Context: an optimization exercise on an open-source flow, tuned for small area. The choices shown serve that exercise and are no tape-out recipe. Where RTL was checked, it was by simulation tests only, not by an equivalence proof against the original. No driver is modelled on the clock port, so clocking that relies on it looks cheaper here than on a real chip. Power and IR drop assume default switching activity.

main:
==> flow/design.v <==
module iic #(
    parameter CLK_MAIN = 50000000,
    parameter SCL_DIV = 800000,
    parameter MAX_IIC_SEND_BYTE = 2
)(
    input  wire clk,
    input  wire rst_n,
    input  wire iic_start,
    input  wire iic_read_now,
    input  wire [15:0] iic_send_cnt,
    input  wire [15:0] iic_read_cnt,
    input  wire [MAX_IIC_SEND_BYTE * 8 - 1 : 0] iic_cmd_pack,
    output reg iic_data_valid,
    output reg [7:0] iic_data,
    input wire iic_error_reset,
    output reg iic_error,
    output wire scl,
    output wire sda_oe,
    output wire sda_out,
    input  wire sda_in,
    input  wire [6:0] slave_address
);
    localparam [63:0] PHASE_INC_WIDE = (64'd1 << 32) * SCL_DIV / CLK_MAIN;
    localparam [29:0] INC = PHASE_INC_WIDE[31:2];
    localparam [3:0] IDLE    = 4'b0000,
                     R_ACK   = 4'b0001,
                     READ    = 4'b0010,
                     START   = 4'b1000,
                     SEND    = 4'b1001,
                     RESTART = 4'b1010,
                     W_ACK   = 4'b1011,
                     STOP    = 4'b1100,
                     STOP2   = 4'b1101;    
    reg [3:0] state;
    wire run = (state != IDLE) && (state != STOP2);
    reg  [29:0] acc;
    wire [30:0] acc_c;
    wire [29:0] acc_s;
    assign acc_c[0] = 1'b0;
    genvar gi;
    generate
        for (gi = 0; gi < 30; gi = gi + 1) begin : g_acc
            if (INC[gi]) begin : g_one
                assign acc_s[gi] = ~(acc[gi] ^ acc_c[gi]);
                assign acc_c[gi+1] = acc[gi] | acc_c[gi];
            end else begin : g_zero
                assign acc_s[gi] = acc[gi] ^ acc_c[gi];
                assign acc_c[gi+1] = acc[gi] & acc_c[gi];
            end
        end
    endgenerate
    wire [30:0] next_acc = {acc_c[30], acc_s};
    wire tick = next_acc[30];
    always @(posedge clk)
        acc <= run ? next_acc[29:0] : 30'd0;
    reg qt;
    always @(posedge clk)
        qt <= ~acc[29] & next_acc[29];
    reg scl_shadow;
    always @(posedge clk or negedge rst_n)
        if (!rst_n) scl_shadow <= 1'b1;
        else if (tick) scl_shadow <= ~scl_shadow;
    assign scl = scl_shadow;
    wire qh = qt & scl_shadow;
    wire ql = qt & ~scl_shadow;
    reg [7:0]  data_shift;
    reg [2:0]  bit_cnt;
    wire bit_last = (bit_cnt == 3'd0);
    reg [15:0] var_read_cnt;
    reg [1:0]  sendc;        
    reg        read_now;
    reg        restart_once;
    reg        sda_shadow;
    assign sda_oe = state[3];
    assign sda_out = sda_shadow;
    wire rcnt_step = (state == READ) && ql && bit_last;
    wire [16:0] rcnt_b;
    wire [15:0] rcnt_dec;
    assign rcnt_b[0] = rcnt_step;
    generate
        for (gi = 0; gi < 16; gi = gi + 1) begin : g_rc
            assign rcnt_dec[gi] = var_read_cnt[gi] ^ rcnt_b[gi];
            assign rcnt_b[gi+1] = ~var_read_cnt[gi] & rcnt_b[gi];
        end
    endgenerate
    wire rcnt_zero = rcnt_b[16];    
    always @(posedge clk)
        if (state != SEND && state != READ)
            bit_cnt <= 3'd7;
        else
            bit_cnt <= {bit_cnt[2] ^ (ql & ~bit_cnt[1] & ~bit_cnt[0]),
                        bit_cnt[1] ^ (ql & ~bit_cnt[0]),
                        bit_cnt[0] ^ ql};
    always @(posedge clk) begin
        var_read_cnt <= (state == IDLE) ? iic_read_cnt : rcnt_dec;
        if (state == IDLE) begin
            read_now     <= iic_read_now;
            sendc        <= iic_send_cnt[0] ? 2'd2 : 2'd1;
        end
        if (state == IDLE || state == STOP2)
            restart_once <= 1'b0;
        if (state == RESTART)
            restart_once <= 1'b1;
        if ((state == START && qh))
            data_shift <= {slave_address, 1'b0};
        if ((state == RESTART && qh))
            data_shift <= {slave_address, 1'b1};
        if (state == R_ACK && qh && !sda_in && sendc != 2'd0)
            data_shift <= (sendc == 2'd3) ? iic_cmd_pack[15:8] : iic_cmd_pack[7:0];
        if (state == SEND && ql)
            data_shift <= {data_shift[6:0], 1'b0};
        if (state == R_ACK && ql && !iic_error && sendc != 2'd0)
            sendc <= (sendc == 2'd2) ? 2'd3 : 2'd0;
    end
    always @(posedge clk or negedge rst_n) begin
        if (!rst_n) begin
            state <= IDLE;
            sda_shadow <= 1'b1;
            iic_data_valid <= 1'b0;
            iic_data <= 8'd0;
            iic_error <= 1'b0;
        end else begin
            iic_data_valid <= (state == W_ACK) && qh;
            case (state)
                IDLE:
                    if (iic_error) begin
                        if (iic_error_reset) iic_error <= 1'b0;
                    end else if (iic_start)
                        state <= START;
                START: begin
                    if (qh) sda_shadow <= 1'b0;
                    if (ql) state <= SEND;
                end
                SEND: begin
                    sda_shadow <= data_shift[7];
                    if (ql && bit_last) state <= R_ACK;
                end
                R_ACK: begin
                    if (qh) begin
                        if (sda_in) begin
                            iic_error <= 1'b1;
                            sda_shadow <= 1'b0;
                        end else if (sendc == 2'd0) begin
                            if (!read_now) sda_shadow <= 1'b0;
                            else if (!restart_once) sda_shadow <= 1'b1;
                        end
                    end
                    if (ql) begin
                        if (iic_error) state <= STOP;
                        else if (sendc != 2'd0) state <= SEND;
                        else if (!read_now) state <= STOP;
                        else if (restart_once) state <= READ;
                        else state <= RESTART;
                    end
                end
                READ: begin
                    if (qh) iic_data[bit_cnt] <= sda_in;
                    if (ql) begin
                        if (bit_last) begin
                            state <= W_ACK;
                            sda_shadow <= rcnt_zero;
                        end
                    end
                end
                W_ACK:
                    if (ql) begin
                        if (sda_shadow) begin    
                            sda_shadow <= 1'b0;
                            state <= STOP;
                        end else
                            state <= READ;
                    end
                RESTART: begin
                    if (qh) sda_shadow <= 1'b0;
                    if (ql) state <= SEND;
                end
                STOP:
                    if (qh) begin
                        sda_shadow <= 1'b1;
                        state <= STOP2;
                    end
                STOP2:
                    state <= IDLE;
                default: state <= IDLE;
            endcase
        end
    end
endmodule
==> flow/config.mk <==
export PLATFORM = sky130hd
export DESIGN_NAME = iic
export DESIGN_NICKNAME = iic
export VERILOG_FILES = /design/flow/design.v
export SDC_FILE = /design/flow/constraint.sdc
export NUM_CORES = 4
export LEC_CHECK = 0
export CAP_MARGIN = 20
export CORE_MARGIN = 2
export CORE_UTILIZATION = 60
export GPL_TIMING_DRIVEN = 0
export SLEW_MARGIN = 20
==> flow/constraint.sdc <==
create_clock -name core_clock -period 20.0 [get_ports {clk}]
set_input_delay 4.0000 -clock core_clock [delete_from_list [all_inputs] [get_ports {clk}]]
set_output_delay 4.0000 -clock core_clock [all_outputs]
set_load 0.01 [all_outputs]
standard.sh (not shown) runs the stock make flow with config.mk's settings and CLKGATE_MAP_FILE= SYNTH_SCRIPT=/design/flow/synth_recipe.tcl, a recipe that flattens the netlist after the stock synthesis.
==> flow/flow/run.sh <==
#!/bin/bash
# Own layout flow: the standard synthesis, then the combinational logic re-mapped
# with a stronger ABC script (registers untouched), then the standard ORFS layout
# with the port buffers made of the smallest buffer and a one-level clock tree.
set -euo pipefail
W=$(pwd)
R=$W/orfs/results/$FLOW_PLATFORM/iic/base
LIB=$FLOW_HOME/platforms/$FLOW_PLATFORM/lib/sky130_fd_sc_hd__tt_025C_1v80.lib
YOSYS=yosys
[ -x "$FLOW_HOME/../tools/install/yosys/bin/yosys" ] && YOSYS=$FLOW_HOME/../tools/install/yosys/bin/yosys

bash standard.sh "$R/1_2_yosys.v" > synth_standard.log 2>&1
cp "$R/1_2_yosys.v" "$W/1_2_yosys_standard.v"

# four re-mappings with different deepsyn seeds in parallel; the smallest is kept
for seed in 0 1 2 3; do
  sed -e "s|@SEED@|$seed|g" flow/reopt.abc > reopt_$seed.abc
  sed -e "s|@LIB@|$LIB|g" -e "s|@IN@|$W/1_2_yosys_standard.v|g" -e "s|@TOP@|$FLOW_TOP|g" \
      -e "s|@ABC@|$W/reopt_$seed.abc|g" -e "s|@STAT@|$W/reopt_stat_$seed.txt|g" \
      -e "s|@OUT@|$W/1_2_yosys_reopt_$seed.v|g" flow/reopt.ys > reopt_run_$seed.ys
  "$YOSYS" -s reopt_run_$seed.ys > reopt_$seed.log 2>&1 &
done
wait
best=""; best_area=""
for seed in 0 1 2 3; do
  a=$(sed -n "s/.*Chip area for module '.*': *\([0-9.]*\).*/\1/p" reopt_stat_$seed.txt | head -1)
  echo "seed $seed area $a" >> reopt_choice.txt
  if [ -n "$a" ] && { [ -z "$best" ] || awk -v a="$a" -v b="$best_area" 'BEGIN{exit !(a<b)}'; }; then
    best=$seed; best_area=$a
  fi
done
echo "kept seed $best area $best_area" >> reopt_choice.txt
cp "$W/1_2_yosys_reopt_$best.v" "$R/1_2_yosys.v"

# clock: the sinks split into a 2 x 2 grid of groups, each driven by one clkbuf_8 at its centre
# (flow/clock_buffers.tcl, run before CTS); CTS itself then only checks the port net
export CLK_GX=2 CLK_GY=2 CLK_BUF=sky130_fd_sc_hd__clkbuf_8
CTS="-clk_nets clk -dont_use_dummy_load -buf_list sky130_fd_sc_hd__clkbuf_8"
bash standard.sh BUFFER_PORTS_ARGS="-buffer_cell sky130_fd_sc_hd__buf_1" CTS_ARGS="$CTS" \
    PRE_CTS_TCL="$W/flow/clock_buffers.tcl" finish > layout.log 2>&1
Other scripts of this flow, unchanged in this note and not shown: flow/flow/clock_buffers.tcl, flow/flow/reopt.abc, flow/flow/reopt.ys
Input changes introduced in the feature branch (baseline for comparison: main):
diff --git a/flow/design.v b/flow/design.v
--- a/flow/design.v
+++ b/flow/design.v
@@ -60,15 +60,14 @@
     always @(posedge clk or negedge rst_n)
         if (!rst_n) scl_shadow <= 1'b1;
         else if (tick) scl_shadow <= ~scl_shadow;
     assign scl = scl_shadow;
     wire qh = qt & scl_shadow;
     wire ql = qt & ~scl_shadow;
-    reg [7:0]  data_shift;
-    reg [2:0]  bit_cnt;
-    wire bit_last = (bit_cnt == 3'd0);
+    reg [8:0]  data_shift;
+    wire bit_last = (data_shift[6:0] == 7'd0);
     reg [15:0] var_read_cnt;
     reg [1:0]  sendc;        
     reg        read_now;
     reg        restart_once;
     reg        sda_shadow;
     assign sda_oe = state[3];
@@ -81,40 +80,35 @@
         for (gi = 0; gi < 16; gi = gi + 1) begin : g_rc
             assign rcnt_dec[gi] = var_read_cnt[gi] ^ rcnt_b[gi];
             assign rcnt_b[gi+1] = ~var_read_cnt[gi] & rcnt_b[gi];
         end
     endgenerate
     wire rcnt_zero = rcnt_b[16];    
-    always @(posedge clk)
-        if (state != SEND && state != READ)
-            bit_cnt <= 3'd7;
-        else
-            bit_cnt <= {bit_cnt[2] ^ (ql & ~bit_cnt[1] & ~bit_cnt[0]),
-                        bit_cnt[1] ^ (ql & ~bit_cnt[0]),
-                        bit_cnt[0] ^ ql};
     always @(posedge clk) begin
         var_read_cnt <= (state == IDLE) ? iic_read_cnt : rcnt_dec;
         if (state == IDLE) begin
             read_now     <= iic_read_now;
             sendc        <= iic_send_cnt[0] ? 2'd2 : 2'd1;
         end
         if (state == IDLE || state == STOP2)
             restart_once <= 1'b0;
         if (state == RESTART)
             restart_once <= 1'b1;
-        if ((state == START && qh))
-            data_shift <= {slave_address, 1'b0};
-        if ((state == RESTART && qh))
-            data_shift <= {slave_address, 1'b1};
-        if (state == R_ACK && qh && !sda_in && sendc != 2'd0)
-            data_shift <= (sendc == 2'd3) ? iic_cmd_pack[15:8] : iic_cmd_pack[7:0];
-        if (state == SEND && ql)
-            data_shift <= {data_shift[6:0], 1'b0};
+        if ((state == START || state == RESTART) && qh)
+            data_shift <= {slave_address, state == RESTART, 1'b1};
+        if (state == R_ACK && qh)
+            data_shift <= {(sendc == 2'd0) ? 8'd0 :
+                           (sendc == 2'd3) ? iic_cmd_pack[15:8] : iic_cmd_pack[7:0], 1'b1};
+        if (state == W_ACK && qh)
+            data_shift <= 9'd1;
+        if ((state == SEND || state == READ) && ql)
+            data_shift <= {data_shift[7:0], 1'b0};
         if (state == R_ACK && ql && !iic_error && sendc != 2'd0)
             sendc <= (sendc == 2'd2) ? 2'd3 : 2'd0;
     end
+    integer k;
     always @(posedge clk or negedge rst_n) begin
         if (!rst_n) begin
             state <= IDLE;
             sda_shadow <= 1'b1;
             iic_data_valid <= 1'b0;
             iic_data <= 8'd0;
@@ -129,13 +123,13 @@
                         state <= START;
                 START: begin
                     if (qh) sda_shadow <= 1'b0;
                     if (ql) state <= SEND;
                 end
                 SEND: begin
-                    sda_shadow <= data_shift[7];
+                    sda_shadow <= data_shift[8];
                     if (ql && bit_last) state <= R_ACK;
                 end
                 R_ACK: begin
                     if (qh) begin
                         if (sda_in) begin
                             iic_error <= 1'b1;
@@ -151,13 +145,16 @@
                         else if (!read_now) state <= STOP;
                         else if (restart_once) state <= READ;
                         else state <= RESTART;
                     end
                 end
                 READ: begin
-                    if (qh) iic_data[bit_cnt] <= sda_in;
+                    if (qh) begin
+                        for (k = 0; k < 8; k = k + 1)
+                            if (data_shift[7 - k]) iic_data[k] <= sda_in;
+                    end
                     if (ql) begin
                         if (bit_last) begin
                             state <= W_ACK;
                             sda_shadow <= rcnt_zero;
                         end
                     end
==> run notes <==
Row critical path depth: the feature branch higher / main lower
Of the feature branch and main, the lower proportion of power drawn by flip-flops and latches belongs to the feature branch.
[compare] base=main new=the feature branch: area added between synthesis and finish higher, clock power share higher, register-to-register slack lower, starting density of the core lower.
The higher total length of routed wires of the feature branch and main is in the feature branch.
Only the layout flow was run in main; the RTL was not checked for function there.

[re-timing with driven ports]
The flow's constraints put no driver on any port. The routed layouts listed below were extracted and timed again, unchanged, in two steps.
Step 1: set_driving_cell puts a clkbuf_16 on clk and a buf_2 on each other input, an assumption about the parent block.
Step 2 times the ports against the registers' clock, not the clock port: input delays grow and output delays shrink by t, the midpoint of the rising clock arrivals with the driver on.
Slacks: no drivers / after step 1 / after step 2; pairs: no drivers / after step 1.
run | t (ns) | slack for setup (ns) | worst hold slack (ns) | worst register clock-pin slew, ns | worst data-port slew with drivers (ns)
main | 0.220 | 14.266 / 14.301 / 14.081 | 0.447 / 0.447 / 0.447 | 0.11 / 0.11 | 0.04
the feature branch | 0.219 | 14.877 / 14.877 / 14.877 | 0.454 / 0.454 / 0.454 | 0.12 / 0.12 | 0.03
After both steps every run listed still meets setup and hold. The setup slack of main, which loses most, moves by +0.035 ns with the drivers and by -0.185 ns with both steps.
